Source: an optimization exercise on an open RTL-to-GDS flow (aim: small area, a short achievable clock period and few clock cycles). Production flows keep margins and buffers that such runs may drop. The RTL was checked by simulation tests, not by an equivalence proof against the original design. Power figures rest on the tool's default switching activity, not on a simulated workload.

// sccpu
module sccpu( clk, rst, instr, readdata, PC, MemWrite, aluout, writedata);
Size in the first run: ~5300 cells after synthesis, about 1300 flip-flops, ~0.067 mm2 of cells after synthesis.
clock: 15.0 ns
lec_check: 0
cap_margin: 20
core_margin: 2
core_utilization: 55
cts_cluster_diameter: 80
cts_cluster_size: 24
slew_margin: 20
synth_hierarchical: 1
standard.sh (not shown) runs the stock make flow with config.mk's settings and CLKGATE_MAP_FILE= SYNTH_SCRIPT=/design/flow/synth_recipe.tcl, a recipe that flattens the netlist after the stock synthesis.
==> flow/flow/run.sh <==
#!/bin/bash
# Own layout flow: the standard flow (standard.sh), with the standard
# synthesis run first and on its own. For the layout steps it changes only
# how timing is repaired:
#  - timing repair aims for a setup slack of MARGIN ns at the design's clock
#    period, so the layout is optimised for a shorter period than 15 ns;
#  - every port still gets a buffer, but a plain buffer rather than the delay
#    cell buffer_ports picks by default;
#  - gate sizing may use any cell of the same function, not only cells of the
#    same footprint.
set -euo pipefail
MARGIN=10.7
bash standard.sh synth > synth.log 2>&1
bash standard.sh SETUP_SLACK_MARGIN=$MARGIN MATCH_CELL_FOOTPRINT=0 \
   "BUFFER_PORTS_ARGS=-buffer_cell sky130_fd_sc_hd__buf_4" finish > layout.log 2>&1
Testbench counts at the start, summed over its fixed seeds: cycles 75,828.
Change:
--- a/flow/flow/run.sh
+++ b/flow/flow/run.sh
@@ -10,5 +10,5 @@
 #    same footprint.
 set -euo pipefail
-MARGIN=10.7
+MARGIN=11.0
 bash standard.sh synth > synth.log 2>&1
 bash standard.sh SETUP_SLACK_MARGIN=$MARGIN MATCH_CELL_FOOTPRINT=0 \
- TNS_END_PERCENT: unset -> 0
After rerunning: The changed run went through all stages and came out clean; via count goes up by 0.78%; wire length goes up by 2.0%; design area barely changes; total power goes up by 0.62%; clock-buffer cell count goes up by 12.

========
Setup of north:
Another version of the RTL of sccpu (not shown whole).
Size in the first run: about 5000 cells after synthesis, roughly 160 I/O pins.
Settings: LEC_CHECK=0, CAP_MARGIN=20, CORE_MARGIN=2, CORE_UTILIZATION=55, CTS_CLUSTER_DIAMETER=80, CTS_CLUSTER_SIZE=24, SLEW_MARGIN=20, SYNTH_HIERARCHICAL=1, TNS_END_PERCENT=0; clock period 15.0 ns.
==> flow/flow/run.sh <==
#!/bin/bash
# Own layout flow: the standard flow (standard.sh), with the standard
# synthesis run first and on its own. For the layout steps it changes only
# how timing is repaired:
#  - timing repair aims for a setup slack of MARGIN ns at the design's clock
#    period, so the layout is optimised for a shorter period than 15 ns;
#  - every port still gets a buffer, but a plain buffer rather than the delay
#    cell buffer_ports picks by default;
#  - gate sizing may use any cell of the same function, not only cells of the
#    same footprint.
set -euo pipefail
MARGIN=10.6
bash standard.sh synth > synth.log 2>&1
bash standard.sh SETUP_SLACK_MARGIN=$MARGIN MATCH_CELL_FOOTPRINT=0 \
   "BUFFER_PORTS_ARGS=-buffer_cell sky130_fd_sc_hd__buf_4" finish > layout.log 2>&1
north has completed all stages; timing, DRC and antenna checks passed.
Testbench counts of north, summed over its fixed seeds: cycles 70,900.
> inputs changed (north -> middle)
--- a/flow/flow/run.sh
+++ b/flow/flow/run.sh
@@ -10,5 +10,5 @@
 #    same footprint.
 set -euo pipefail
-MARGIN=10.6
+MARGIN=10.7
 bash standard.sh synth > synth.log 2>&1
 bash standard.sh SETUP_SLACK_MARGIN=$MARGIN MATCH_CELL_FOOTPRINT=0 \
--- a/flow/config.mk
+++ b/flow/config.mk
@@ -9,6 +9,6 @@
 export CORE_MARGIN = 2
 export CORE_UTILIZATION = 55
-export CTS_CLUSTER_DIAMETER = 80
-export CTS_CLUSTER_SIZE = 24
+export CTS_CLUSTER_DIAMETER = 70
+export CTS_CLUSTER_SIZE = 20
 export SLEW_MARGIN = 20
 export SYNTH_HIERARCHICAL = 1
Findings:
Startpoint of the most critical setup path = pc_r[12]: middle; startpoint of the most critical setup path = pc_r[25]: north
When the final numbers for middle and north were put side by side, the count of clock-buffer cells in the layout turned out to be smaller in north.
Re period utilization: middle and north aren't equal, and the lower value belongs to middle.
Routed wire length of middle exceeds that of north slightly.
As of middle, routed via count had risen slightly compared to north.
Combinational share of power (higher): north
Side by side, arrival time at the worst endpoint turned out lower in middle than in north.
The setup slack of middle is larger than that of north.
Of middle and north, the run reporting the higher clock share of power was middle.
On antenna diode instance count, the lower figure sits with north, not middle.
north ended up with fewer cell instances than middle did.
Diff middle and north: placed wire-length estimate higher in middle

## re-timing with driven ports
The flow's constraints put no driver on any port. The routed layouts listed below were extracted and timed again, unchanged, in two steps.
Step 1: set_driving_cell puts a clkbuf_16 on clk and a buf_2 on each other input, an assumption about the parent block.
Step 2 adds t to the input delays and takes it off the output delays; t is the mean of the earliest and latest rising clock arrival at the registers after step 1. Input paths then give back, and output paths get back, about the clock's delay inside the block.
a / b / c = no drivers / after step 1 / after step 2; a / b = the first two.
| run | t, ns | slack for setup (ns) | latest minus earliest clock arrival (ns) | worst register clock-pin slew, ns |
|---|---|---|---|---|
| the first run of note 1 | 0.770 | 10.630 / 10.629 / 10.033 | 0.047 / 0.047 | 0.11 / 0.11 |
| the second run of note 1 | 0.772 | 10.414 / 10.414 / 9.929 | 0.045 / 0.045 | 0.11 / 0.11 |
| north | 0.793 | 10.514 / 10.427 / 9.988 | 0.071 / 0.071 | 0.10 / 0.10 |
| middle | 0.806 | 10.622 / 10.536 / 10.038 | 0.050 / 0.050 | 0.09 / 0.09 |
After both steps every run listed still meets setup and hold. For the first run of note 1, which loses most, drivers alone change the setup slack by -0.001 ns; drivers and shift together by -0.597 ns.
